Background: an optimization exercise with open tools, aiming at small area, a short achievable clock period and few clock cycles per item. Do not read the settings as production practice.
Function was checked by simulation only, so behaviour that the tests miss may differ from the original.
Power figures rest on the tool's default switching activity, not on a simulated workload.

==> flow/design.v (outline; a module is shown in full before it is edited, if it fits) <==
// module mmult: 1635 lines
module mmult(
    input clk,
    input reset_n,
    input enable,
    input [0:9*8-1] A_mat,
    input [0:9*8-1] B_mat,
    output valid,
    output reg [0:9*17-1] C_mat
);
  // ...
==> flow/flow/run.sh <==
#!/bin/bash
# Standard layout, with these changes: Yosys's "abc -fast" pre-pass is skipped
# (so the full adders extract with clean polarity), the port buffers are the
# smallest plain buffer instead of the delay buffer buffer_ports picks, and
# timing repair aims for 6.5 ns of setup slack instead of 0.
export SYNTH_ARGS=-noabc
export BUFFER_PORTS_ARGS="-buffer_cell sky130_fd_sc_hd__buf_1"
export SETUP_SLACK_MARGIN=6.5
bash standard.sh > standard.log 2>&1
==> flow/standard.sh <==
#!/bin/bash
# synth_recipe.tcl (not shown) runs the flow's synth.tcl, then flattens the netlist and writes it again
# the make line also repeats each setting of config.mk as NAME=value (left out here)
make -C /OpenROAD-flow-scripts/flow DESIGN_CONFIG=/design/flow/config.mk WORK_HOME=/design/flow/orfs CLKGATE_MAP_FILE= SYNTH_SCRIPT=/design/flow/synth_recipe.tcl "${@:-finish}"
==> flow/config.mk <==
export PLATFORM = sky130hd
export DESIGN_NAME = mmult
export DESIGN_NICKNAME = mmult
export VERILOG_FILES = /design/flow/design.v
export SDC_FILE = /design/flow/constraint.sdc
export NUM_CORES = 4
export LEC_CHECK = 0
export CAP_MARGIN = 20
export CORE_MARGIN = 2
export CORE_UTILIZATION = 40
export CTS_BUF_LIST = sky130_fd_sc_hd__clkbuf_4
export SLEW_MARGIN = 20
==> flow/constraint.sdc <==
create_clock -name core_clock -period 11.0 [get_ports {clk}]
set_input_delay 2.2000 -clock core_clock [delete_from_list [all_inputs] [get_ports {clk}]]
set_output_delay 2.2000 -clock core_clock [all_outputs]
set_load 0.01 [all_outputs]
==> impl_metrics.csv, run 1 <==
group,metric,value,unit
route,drt_iter0_drc,1028,
setup_path,reg2reg_depth,13,
route,wire_per_inst,18.7,um
cells_and_area,clk_share,0.0369,
synthesis,synth_xor_area_frac,0.0278,
route,wl_met2,36.7,mm
cells_and_area,multi_input_area_share,0.681,
cells_and_area,utilization,0.450,
pwr,fin_total_pwr,8.30,mW
cells_and_area,sh_seq_area,0.196,
place,place_area,30700,um2
synthesis,ys_top_cells_by_area,"fa_1 (31%), dfxtp_1 (19%), and2_1 (13%), ha_1 (9.5%), nand2_1 (4.8%)",
setup_path,endpoint,"C_mat[70]",
pwr,p_leak,14.7,nW
pwr,internal_power,4.28,mW
global_routing,grt-ovfl-total,0,
synthesis,ys_ff_latch,299,
clock_network,cts_setup_buffers,0,
floorplanning,die_h,272,um
setup_path,r2r_end,"C_mat[70]",
global_routing,track_usage,0.219,
global_routing,grt_use_met1,0.290,
clock_network,cts_tree,"built",
pwr,p_comb,5.70,mW
synthesis,synth_fa_ha_area_frac,0.403,
cells_and_area,design_area,32000,um2
setup_path,crit_buf_inv,1,
outcome,outcome,"complete, no violations",
synthesis,synthArstFlopShare,0,
pwr,clkPwrFrac,0.136,
setup_path,critical_path_arrival,5030,ps
pwr,switching_share,0.485,
synthesis,syn-cell-area,28700,um2
pwr,power_clock,1.13,mW
synthesis,synth_most_common_cell,"and2_1",
cells_and_area,mostFrequentLayoutCells,"and2_1 (605), fa_1 (441), nand2_1 (367), buf_1 (298), dfxtp_1 (263)",
pwr,ir_worst_vdd,116,uV
Testbench counts, summed over its fixed seeds: cycles 2,048, items 512.
==> run 2: changes to the inputs <==
--- a/flow/flow/run.sh
+++ b/flow/flow/run.sh
@@ -4,6 +4,6 @@
 # smallest plain buffer instead of the delay buffer buffer_ports picks, and
-# timing repair aims for 6.5 ns of setup slack instead of 0.
+# timing repair aims for 6.6 ns of setup slack instead of 0.
 export SYNTH_ARGS=-noabc
 export BUFFER_PORTS_ARGS="-buffer_cell sky130_fd_sc_hd__buf_1"
-export SETUP_SLACK_MARGIN=6.5
+export SETUP_SLACK_MARGIN=6.6
 bash standard.sh > standard.log 2>&1
--- a/flow/config.mk
+++ b/flow/config.mk
@@ -10,3 +10,2 @@
 export CORE_UTILIZATION = 40
-export CTS_BUF_LIST = sky130_fd_sc_hd__clkbuf_4
 export SLEW_MARGIN = 20
==> run 2 against run 1 <==
  * Register-to-register slack better by 90 ps
  * Routed wire length up 0.26%
  * Setup slack improved by 89 ps
==> impl_metrics.csv, run 2 <==
group,metric,value,unit
outcome,outcome,"complete, no violations",
route,wire_per_inst,19.2,um
setup_path,crit_type,"register to register",
pwr,ir_worst_vdd,145,uV
synthesis,yosysWarnings,1,
synthesis,ys_types,75,
place,port_buffers,300,
synthesis,ys_seq_area_frac,0.217,
synthesis,synth_common_cells,"and2_1 (606), fa_1 (441), nand2_1 (367)",
setup_path,critPathLaunchType,"register",
cells_and_area,nFillCells,6876,
route,routed_wl,79.1,mm
min_path,hp-class,"register to register",
setup_path,path_cells,"buf_6 -> and2_1 -> fa_1 -> fa_1 -> fa_1 -> fa_1 -> ha_1 -> o21ai_0 -> o21bai_1 -> a21oi_1 -> o211ai_1 -> a31oi_1 -> mux2i_1",
synthesis,syn_area_per_cell,9.86,um2
setup_path,critical_path_arrival,4720,ps
synthesis,yosysTopAreaCellShare,0.308,
clock_network,cts.sinks,299,
clock_network,cts.htree.levels,2,
synthesis,synth.net_count,3711,
global_routing,grt_first_pass_wirelength,127,mm
setup_path,worstSetupEndpointType,"register",
route,vias,21400,
cells_and_area,areaGrowthSynthToFinish,12.7,%
global_routing,grt-ovfl-total,0,
cells_and_area,top_regs,"C_mat: 153 flops, A: 72 flops, B: 72 flops",
synthesis,ys_top_cells_by_area,"fa_1 (31%), dfxtp_1 (19%), and2_1 (13%), ha_1 (9.5%), nand2_1 (4.8%)",
cells_and_area,finalNonFillerCells,4117,
global_routing,antenna_found_initial,2,
floorplanning,rows,98,
setup_path,crit_buf_inv,1,
cells_and_area,utilization,0.453,
route,ant_nets,0,
cells_and_area,largest_register_ffs,153,
sta,drv_slew,0,
route,remaining_drc_errors,0,
global_routing,track_usage,0.218,
floorplanning,die_x,272,um
sta,skew,27.6,ps
sta,rsz0062_at_grt,"true",
synthesis,synth_edf_count,24,
synthesis,yosysTopAreaCell,"fa_1",
setup_path,cp_num_cells,13,
sta,setup_violations,0,
setup_path,cpMostUsedCell,"fa_1",
cells_and_area,multi_input_area,21900,um2
sta,finalCritPeriodShare,0.386,
cells_and_area,layout_commonest_cell,"and2_1",
global_routing,grt_pass1_vias,22700,
setup_path,cpPeakStageDelay,590,ps
route,vias_per_cell,5.19,
route,drt_iter0_drc,1146,
setup_path,reg2reg_depth,13,
sta,holdWs,397,ps
pwr,power.density,265,nW/um2
min_path,hold_depth,2,
synthesis,synthArstFlopShare,0,
floorplanning,start_util,0.402,
cells_and_area,mostFrequentLayoutCells,"and2_1 (604), fa_1 (441), nand2_1 (367), buf_1 (298), dfxtp_1 (262)",
floorplanning,die_h,272,um
route,first_pass_iters,5,
global_routing,grt_max_degree,104,
floorplanning,core,71200,um2
floorplanning,die-area,73800,um2
flow_run,max_cap_violations,0,
pwr,p_leak,14.7,nW
place,place_hpwl,57.5,mm
synthesis,synth_cells,2906,
synthesis,ys_ff_latch,299,
setup_path,crit_family,"adder cells",
clock_network,cts_made_buffers,40,
cells_and_area,seq_area,6270,um2
setup_path,path_max_fanout,24,
clock_network,clk_latency,590,ps
setup_path,slowest_stage,"fa_1",
sta,hold_viol_final,0,
floorplanning,pin_count,301,
setup_path,critPathRequiredTime,11470,ps
cells_and_area,top_register,"C_mat",
clock_network,cts_tree,"built",
sta,tns,0,ps
clock_network,holdBufCountCts,0,
sta,fin_crit,4250,ps
sta,slew_headroom,0.498,
synthesis,synth_most_common_cell,"and2_1",
sta,max_freq,235,MHz
sta,worst_pin_slew,753,ps
place,place_congestion,0.854,
cells_and_area,drive_above_1_share,0.0509,
clock_network,cts.path.max_buffers,3,
clock_network,ctsRootBufferMaster,"clkbuf_16",
place,placed_cells,4041,
synthesis,synth_ff_type,"dfxtp_1",
cells_and_area,final_nets,3942,
synthesis,syn-cell-area,28700,um2
clock_network,path_clk_slew,60,ps
[run 2: cell counts after synthesis]
Identical to the previous run, type by type.
[run 2: report_power, final]
| group | total (mW) | switching, mW | internal (mW) |
|---|---|---|---|
| clock network | 1.33 | 0.547 | 0.785 |
| registers | 1.48 | 0.192 | 1.29 |
| logic | 5.74 | 3.28 | 2.46 |
[run 2: worst paths after layout]
kind	start	end	slack, ps
min	B[40]	B[16]	400
max reg2reg	B[2]	C_mat[3]	6750
max	B[2]	C_mat[3]	6750
min reg2reg	B[40]	B[16]	400
[run 2: worst min-delay path: cells and delay by family (launching register included)]
kind,cells,cell delay (ps)
simple gates,2,80
flops,1,290
[run 2: metrics by stage]
step                      worst slack (ps)  instance area (um2)  power, mW
after floorplan                       6840                28700       5.86
after global placement                6010                30700       7.09
after detailed placement              5980                30700       7.11
after CTS                             6570                32100       8.51
after global routing                  6540                32300       9.44
final                                 6750                32300       8.55
[run 2: kinds of logic after synthesis]
group / synth area share
and+or+nand+nor: 0.238
adders and majority gates: 0.403
AOI/OAI and AO/OA: 0.0834
DFF: 0.217
buffers and inverters: 0.0235
xor gates and xnor gates: 0.0278
muxes: 0.00733
[run 2: area by class of cell]
type	count	share of cell area
tap	950	0.0368
clock buffer	56	0.0344
antenna	2	0.000155
clock inverter	14	0.00635
inverter	19	0.00244
timing repair buffer	343	0.0489
multi-input combinational	2434	0.677
sequential	299	0.194
[run 2: metal layers]
layer,vias to the layer above,global-route usage,part of all wire
li1,10100,-,-
met2,513,0.358,0.47
met3,113,0.0424,0.054
met5,-,0,0
met1,10700,0.294,0.45
met4,0,0.0612,0.030
[run 2: what timing repair did]
action / in CTS / in global routing
pin swaps: 1 / 1
cloned: 1 / 0
resized for setup: 24 / 59
endpoints found under the setup margin: 63 / 138
setup buffers: 0 / 3
==> run 3: changes to the inputs <==
--- a/flow/config.mk
+++ b/flow/config.mk
@@ -10,2 +10,4 @@
 export CORE_UTILIZATION = 40
+export CTS_CLUSTER_DIAMETER = 150
+export CTS_CLUSTER_SIZE = 20
 export SLEW_MARGIN = 20
==> run 3 against run 2 <==
  * Power is 6.7% lower
  * Setup slack worse by 27 ps
  * Sequential power hardly changed
  * Largest power group unchanged
  * Sequential cell count stayed put
  * Utilization is 1.1 points lower
  * Maximum frequency is 0.63% lower
  * Critical path type unchanged
  * Routed wire length is 0.98% lower
  * Register-to-register slack worse by 30 ps
  * First-iteration DRC count is 2.0% higher
  * Synthesized cell count stayed put
  * Critical path depth stayed put
  * Combinational power hardly changed
  * Still clean
==> impl_metrics.csv, run 3 <==
group,metric,value,unit
clock_network,cts.htree.levels,1,
pwr,internal_power,4.07,mW
sta,slew_headroom,0.502,
cells_and_area,utilization,0.442,
synthesis,synthArstFlopShare,0,
cells_and_area,design_area,31500,um2
sta,rsz0062_at_grt,"true",
synthesis,yosysTopAreaCell,"fa_1",
pwr,clkPwrFrac,0.094,
synthesis,ys_types,75,
global_routing,grt_pass1_vias,22400,
floorplanning,core,71200,um2
synthesis,yosysTopAreaCellShare,0.308,
sta,finalCritPeriodShare,0.388,
min_path,hp-class,"register to register",
pwr,ir_worst_vdd,132,uV
cells_and_area,drive_above_1_share,0.0410,
sta,setup_violations,0,
global_routing,antenna_found_initial,1,
setup_path,critPathLaunchType,"register",
synthesis,ys_ff_latch,299,
cells_and_area,final_nets,3920,
route,drt_iter0_drc,1169,
clock_network,clk_latency,570,ps
synthesis,synth_cells,2906,
pwr,p_leak,14.3,nW
synthesis,synth_common_cells,"and2_1 (606), fa_1 (441), nand2_1 (367)",
setup_path,reg2reg_from,"B[4]",
place,dp_slack,5980,ps
synthesis,syn-cell-area,28700,um2
floorplanning,pin_count,301,
setup_path,reg2reg_depth,13,
route,first_pass_iters,6,
sta,skew,29.9,ps
sta,worst_slack,6730,ps
pwr,share_comb_of_total_power,0.721,
synthesis,synth_edf_count,24,
synthesis,synth_ff_type,"dfxtp_1",
synthesis,syn_area_per_cell,9.86,um2
cells_and_area,largest_register_ffs,153,
cells_and_area,top_regs,"C_mat: 153 flops, A: 72 flops, B: 72 flops",
synthesis,ys_top_cells_by_area,"fa_1 (31%), dfxtp_1 (19%), and2_1 (13%), ha_1 (9.5%), nand2_1 (4.8%)",
synthesis,synth_most_common_cell,"and2_1",
route,ant_nets,0,
floorplanning,start_util,0.402,
setup_path,r2r_end,"C_mat[3]",
route,wire_per_inst,19.2,um
route,routed_wl,78.3,mm
sta,holdWs,393,ps
place,place_area,30700,um2
setup_path,critPathLaunch,"B[4]",
place,place_hpwl,57.5,mm
pwr,power.density,253,nW/um2
global_routing,grt-ovfl-total,0,
route,vias_per_cell,5.21,
synthesis,yosysWarnings,1,
clock_network,cts.path.max_buffers,3,
setup_path,critPathRequiredTime,11440,ps
setup_path,worstSetupEndpointType,"register",
cells_and_area,top_register,"C_mat",
sta,hold_viol_final,0,
floorplanning,die_x,272,um
pwr,switchingPower,3.91,mW
cells_and_area,mostFrequentLayoutCells,"and2_1 (603), fa_1 (441), nand2_1 (367), buf_1 (298), dfxtp_1 (262)",
place,placed_cells,4041,
clock_network,cts_made_buffers,19,
outcome,outcome,"complete, no violations",
route,vias,21200,
cells_and_area,layout_commonest_cell,"and2_1",
sta,worst_pin_slew,747,ps
sta,fin_crit,4270,ps
floorplanning,die-area,73800,um2
setup_path,critical_path_arrival,4720,ps
flow_run,max_cap_violations,0,
floorplanning,rows,98,
pwr,switching_share,0.490,
place,port_buffers,300,
setup_path,path_max_fanout,24,
setup_path,endpoint,"C_mat[3]",
clock_network,cts.sinks,299,
setup_path,r2r_slack,6730,ps
global_routing,grt_first_pass_wirelength,126,mm
place,place_congestion,0.854,
sta,drv_slew,0,
pwr,fin_total_pwr,7.98,mW
global_routing,track_usage,0.216,
clock_network,ctsRootBufferMaster,"clkbuf_16",
synthesis,ys_seq_area_frac,0.217,
clock_network,holdBufCountCts,0,
clock_network,cts_tree,"built",
cells_and_area,areaGrowthSynthToFinish,9.93,%
sta,tns,0,ps
setup_path,crit_type,"register to register",
min_path,hold_depth,2,
cells_and_area,finalNonFillerCells,4076,
global_routing,grt_max_degree,104,
floorplanning,die_h,272,um
route,remaining_drc_errors,0,
sta,max_freq,234,MHz
pwr,seq_power_share,0.185,
clock_network,path_clk_slew,110,ps
synthesis,synth.net_count,3711,
## run 3: cell counts after synthesis
No cell type changed its count.
## run 3: repair_timing
item                       in CTS  in global routing
setup endpoints to repair      63                139
hold endpoints to repair        0                  0
pin swaps                       1                  1
cloned                          1                  0
gates resized for setup        22                 59
setup buffers                   0                  2
## run 3: worst min-delay path by stage
stage	end	startpoint	slack, ps
final	A[57]	A[65]	390
after global routing	A[15]	A[23]	420
after global placement	A[51]	A[59]	390
after detailed placement	A[51]	A[59]	400
after CTS	A[57]	A[65]	400
after floorplan	A[0]	A[8]	390
## run 3: power groups by stage
stage / Clock [mW] / Combinational (mW) / Sequential, mW
floorplan: 0 / 4.38 / 1.48
global placement: 0 / 5.58 / 1.51
detailed placement: 0 / 5.60 / 1.51
CTS: 0.786 / 5.65 / 1.49
global route: 0.823 / 6.52 / 1.50
finish: 0.752 / 5.75 / 1.48
## run 3: final cells by class
| class | count | area, um2 |
|---|---|---|
| clock inverters | 4 | 33.8 |
| clock buffers | 26 | 502 |
| flip-flops and latches | 299 | 6270 |
| fillers | 6958 | 39700 |
| inverters | 19 | 78.8 |
| multi-input cells | 2434 | 21900 |
| well taps | 950 | 1190 |
| diodes | 2 | 5.00 |
| repair buffers | 342 | 1550 |
## run 3: kinds of logic (layout without fill, tap and decap cells)
kind of cell | count (synthesis) | in the layout | share of synthesized area
simple gates | 1311 | 1312 | 0.238
fa+ha+maj | 658 | 658 | 0.403
compound gates | 352 | 352 | 0.0834
flops | 299 | 299 | 0.217
buf+inv | 174 | 391 | 0.0235
xor+xnor | 91 | 91 | 0.0278
mux | 21 | 21 | 0.00733
other cells | 0 | 2 | 0
## run 3: critical path, cell delays in order, from the launching register on
cell and delay [ps]:
dfxtp_2 420, buf_6 250, and2_1 170, fa_1 430
fa_1 400, fa_1 530, fa_1 420, ha_1 390
o21ai_0 110, o21bai_1 200, a21oi_1 100, o211ai_1 380
a31oi_1 180, mux2i_1 140
## run 3: per-layer routing
layer,wire length (um),GRT usage,vias up
met5,0,0,-
met1,35400,0.295,10600
met3,4090,0.0342,96
li1,-,-,9985
met2,36700,0.356,503
met4,2080,0.0552,0
==> run 4: changes to the inputs <==
--- a/flow/config.mk
+++ b/flow/config.mk
@@ -10,4 +10,4 @@
 export CORE_UTILIZATION = 40
-export CTS_CLUSTER_DIAMETER = 150
-export CTS_CLUSTER_SIZE = 20
+export CTS_CLUSTER_DIAMETER = 100
+export CTS_CLUSTER_SIZE = 24
 export SLEW_MARGIN = 20
==> run 4 against run 3 <==
  * Power rose by 2.4%
  * Count of clock-buffer cells in the layout increased by 1
  * Clock skew about the same
  * Clock power rose by 28%
  * Combinational power about the same
  * Maximum frequency increased by 0.22%
  * Routed wire length about the same
  * Worst hold slack improved by 9.2 ps
  * Synthesized area unchanged
  * Setup slack better by 9.2 ps
  * Synthesized cell count is the same
  * Sequential power is essentially flat
  * Critical path type is now input pin to register
  * Largest power group unchanged
==> impl_metrics.csv, run 4 <==
group,metric,value,unit
route,drt_iter0_drc,1160,
pwr,ir_worst_vdd,146,uV
global_routing,antenna_found_initial,2,
clock_network,cts_made_buffers,23,
clock_network,ctsRootBufferMaster,"clkbuf_16",
synthesis,synth_edf_count,24,
place,placed_cells,4041,
setup_path,r2r_slack,6750,ps
synthesis,synth_ff_type,"dfxtp_1",
setup_path,crit_buf_inv,3,
setup_path,crit_type,"input pin to register",
synthesis,synth.net_count,3711,
synthesis,yosysTopAreaCellShare,0.308,
synthesis,ys_ff_latch,299,
cells_and_area,areaGrowthSynthToFinish,11.0,%
pwr,switchingPower,4.00,mW
floorplanning,die_h,272,um
setup_path,critical_path_arrival,4790,ps
setup_path,path_cells,"clkbuf_2 -> and2_4 -> inv_8 -> buf_6 -> or4_1 -> nand3_1",
floorplanning,core,71200,um2
setup_path,reg2reg_depth,13,
floorplanning,die-area,73800,um2
cells_and_area,layout_commonest_cell,"and2_1",
floorplanning,start_util,0.402,
place,place_hpwl,57.5,mm
pwr,internal_power,4.17,mW
setup_path,r2r_end,"C_mat[70]",
synthesis,ys_top_cells_by_area,"fa_1 (31%), dfxtp_1 (19%), and2_1 (13%), ha_1 (9.5%), nand2_1 (4.8%)",
global_routing,grt_pass1_vias,22500,
synthesis,synth_most_common_cell,"and2_1",
clock_network,cts.htree.levels,1,
global_routing,grt_max_degree,104,
setup_path,critPathRequiredTime,11530,ps
clock_network,cts.path.max_buffers,3,
route,vias_per_cell,5.18,
synthesis,syn-cell-area,28700,um2
route,remaining_drc_errors,0,
sta,setup_violations,0,
floorplanning,rows,98,
route,vias,21200,
cells_and_area,drive_above_1_share,0.0456,
setup_path,crit_family,"simple AND/OR/NAND/NOR gates",
pwr,share_comb_of_total_power,0.702,
floorplanning,die_x,272,um
cells_and_area,top_register,"C_mat",
sta,hold_viol_final,0,
pwr,fin_total_pwr,8.17,mW
synthesis,yosysWarnings,1,
synthesis,synth_common_cells,"and2_1 (606), fa_1 (441), nand2_1 (367)",
global_routing,grt-ovfl-total,0,
min_path,hp-class,"register to register",
global_routing,track_usage,0.215,
place,place_congestion,0.854,
setup_path,path_max_fanout,90,
synthesis,ys_seq_area_frac,0.217,
sta,tns,0,ps
setup_path,endpoint,"C_mat[137]",
setup_path,critPathLaunchType,"input pin",
pwr,p_leak,14.4,nW
cells_and_area,largest_register_ffs,153,
setup_path,critPathLaunch,"reset_n",
sta,worst_pin_slew,729,ps
setup_path,cpPeakStageDelay,590,ps
sta,skew,29.8,ps
sta,max_freq,235,MHz
pwr,seq_power_share,0.181,
sta,drv_slew,0,
synthesis,ys_types,75,
place,port_buffers,300,
cells_and_area,nFillCells,6921,
synthesis,synthArstFlopShare,0,
sta,fin_crit,4260,ps
setup_path,reg2reg_from,"A[29]",
cells_and_area,utilization,0.446,
cells_and_area,finalNonFillerCells,4088,
synthesis,synth_cells,2906,
sta,slew_headroom,0.514,
pwr,power.density,257,nW/um2
cells_and_area,top_regs,"C_mat: 153 flops, A: 72 flops, B: 72 flops",
synthesis,yosysTopAreaCell,"fa_1",
synthesis,syn_area_per_cell,9.86,um2
global_routing,grt_first_pass_wirelength,126,mm
sta,rsz0062_at_grt,"true",
pwr,switching_share,0.489,
clock_network,cts_tree,"built",
setup_path,slowest_stage,"and2_4",
route,first_pass_iters,5,
outcome,outcome,"complete, no violations",
setup_path,cp_num_cells,6,
cells_and_area,final_nets,3925,
flow_run,max_cap_violations,0,
clock_network,clk_latency,590,ps
clock_network,path_clk_slew,90,ps
route,ant_nets,0,
sta,finalCritPeriodShare,0.388,
pwr,clkPwrFrac,0.118,
clock_network,cts.sinks,299,
route,wire_per_inst,19.1,um
floorplanning,pin_count,301,
cells_and_area,mostFrequentLayoutCells,"and2_1 (604), fa_1 (441), nand2_1 (367), buf_1 (298), dfxtp_1 (262)",
setup_path,worstSetupEndpointType,"register",
route,routed_wl,78.2,mm
-- run 4: cell counts after synthesis --
No cell type changed its count.
-- run 4: final cells by class --
| class | count | area (um2) | area share |
|---|---|---|---|
| Multi-Input combinational cell | 2433 | 21900 | 0.687 |
| Sequential cell | 299 | 6270 | 0.197 |
| Timing Repair Buffer | 344 | 1570 | 0.0494 |
| Tap cell | 950 | 1190 | 0.0374 |
| Clock buffer | 27 | 601 | 0.0189 |
| Clock inverter | 15 | 239 | 0.00751 |
| Inverter | 19 | 78.8 | 0.00248 |
| Antenna cell | 1 | 2.50 | 0.0000787 |
-- run 4: cells by family after synthesis --
group | share of synthesized area
compound gates | 0.0834
xor+xnor | 0.0278
fa+ha+maj | 0.403
buf+inv | 0.0235
flops | 0.217
mux | 0.00733
simple gates | 0.238
-- run 4: worst min-delay path, stage by stage (launching register included) --
cell     delay (ps)
dfxtp_1         310
nand2_1          40
nand2_1          40
-- run 4: through the flow --
step / cell area, um2 / setup WS (ps) / hold slack, ps
2_1_floorplan: 28700 / 6840 / 392
3_3_place_gp: 30700 / 6010 / 394
3_5_place_dp: 30700 / 5980 / 399
4_1_cts: 31600 / 6600 / 397
5_1_grt: 31800 / 6530 / 426
6_report: 31800 / 6740 / 403
-- run 4: power by group through the flow --
| stage | clock network (mW) | logic (mW) | registers [mW] |
|---|---|---|---|
| after floorplan | 0 | 4.38 | 1.48 |
| after detailed placement | 0 | 5.60 | 1.51 |
| after global routing | 1.04 | 6.51 | 1.50 |
| after CTS | 0.996 | 5.65 | 1.49 |
| final | 0.961 | 5.74 | 1.48 |
| after global placement | 0 | 5.58 | 1.51 |
-- run 4: timing repair --
item                                    4_1_cts  5_1_grt
hold buffers                                  0        0
setup buffers                                 0        4
endpoints found under the hold margin         0        0
pin swaps                                     0        2
gates resized for setup                      22       56
endpoints found under the setup margin       62      141
-- run 4: how the worst min path moves through the flow --
stage | cells past startpoint | from | end
finish | 2 | B[40] | B[16]
global route | 2 | B[40] | B[16]
floorplan | 2 | A[8] | A[0]
CTS | 2 | B[40] | B[16]
global placement | 2 | A[59] | A[51]
detailed placement | 2 | A[59] | A[51]
-- run 4: per-layer routing --
layer	GRT usage	wire length [um]	vias to the layer above
li1	-	-	10000
met1	0.293	35400	10600
met2	0.355	36700	479
met3	0.0370	4270	83
met4	0.0513	1840	0
met5	0	0	-

[what the ideal ports hide]
In the flow no input, the clock included, has a driving cell. The finished layouts below were timed again as built, in two steps.
Step 1 sets driving cells, clkbuf_16 on the clock port and buf_2 on the other inputs (assumed; they add their load-dependent delay and slew).
Step 2 times the ports against the registers' clock, not the clock port: input delays grow and output delays shrink by t, the midpoint of the rising clock arrivals with the driver on.
Slacks: ideal / step 1 / step 2; pairs: ideal / step 1.
run	t (ns)	setup WS [ns]	hold WS [ns]	worst register clock-pin slew, ns
run 1	0.928	6.664 / 6.664 / 5.939	0.384 / 0.384 / 0.384	0.08 / 0.08
run 2	0.641	6.753 / 6.753 / 6.264	0.397 / 0.397 / 0.397	0.06 / 0.06
run 3	0.617	6.727 / 6.727 / 6.266	0.393 / 0.393 / 0.393	0.11 / 0.11
run 4	0.639	6.736 / 6.747 / 6.137	0.403 / 0.403 / 0.403	0.10 / 0.10
After both steps setup and hold are still met in every run listed. For run 1, which loses most, drivers alone change the setup slack by 0.000 ns; drivers and shift together by -0.725 ns.
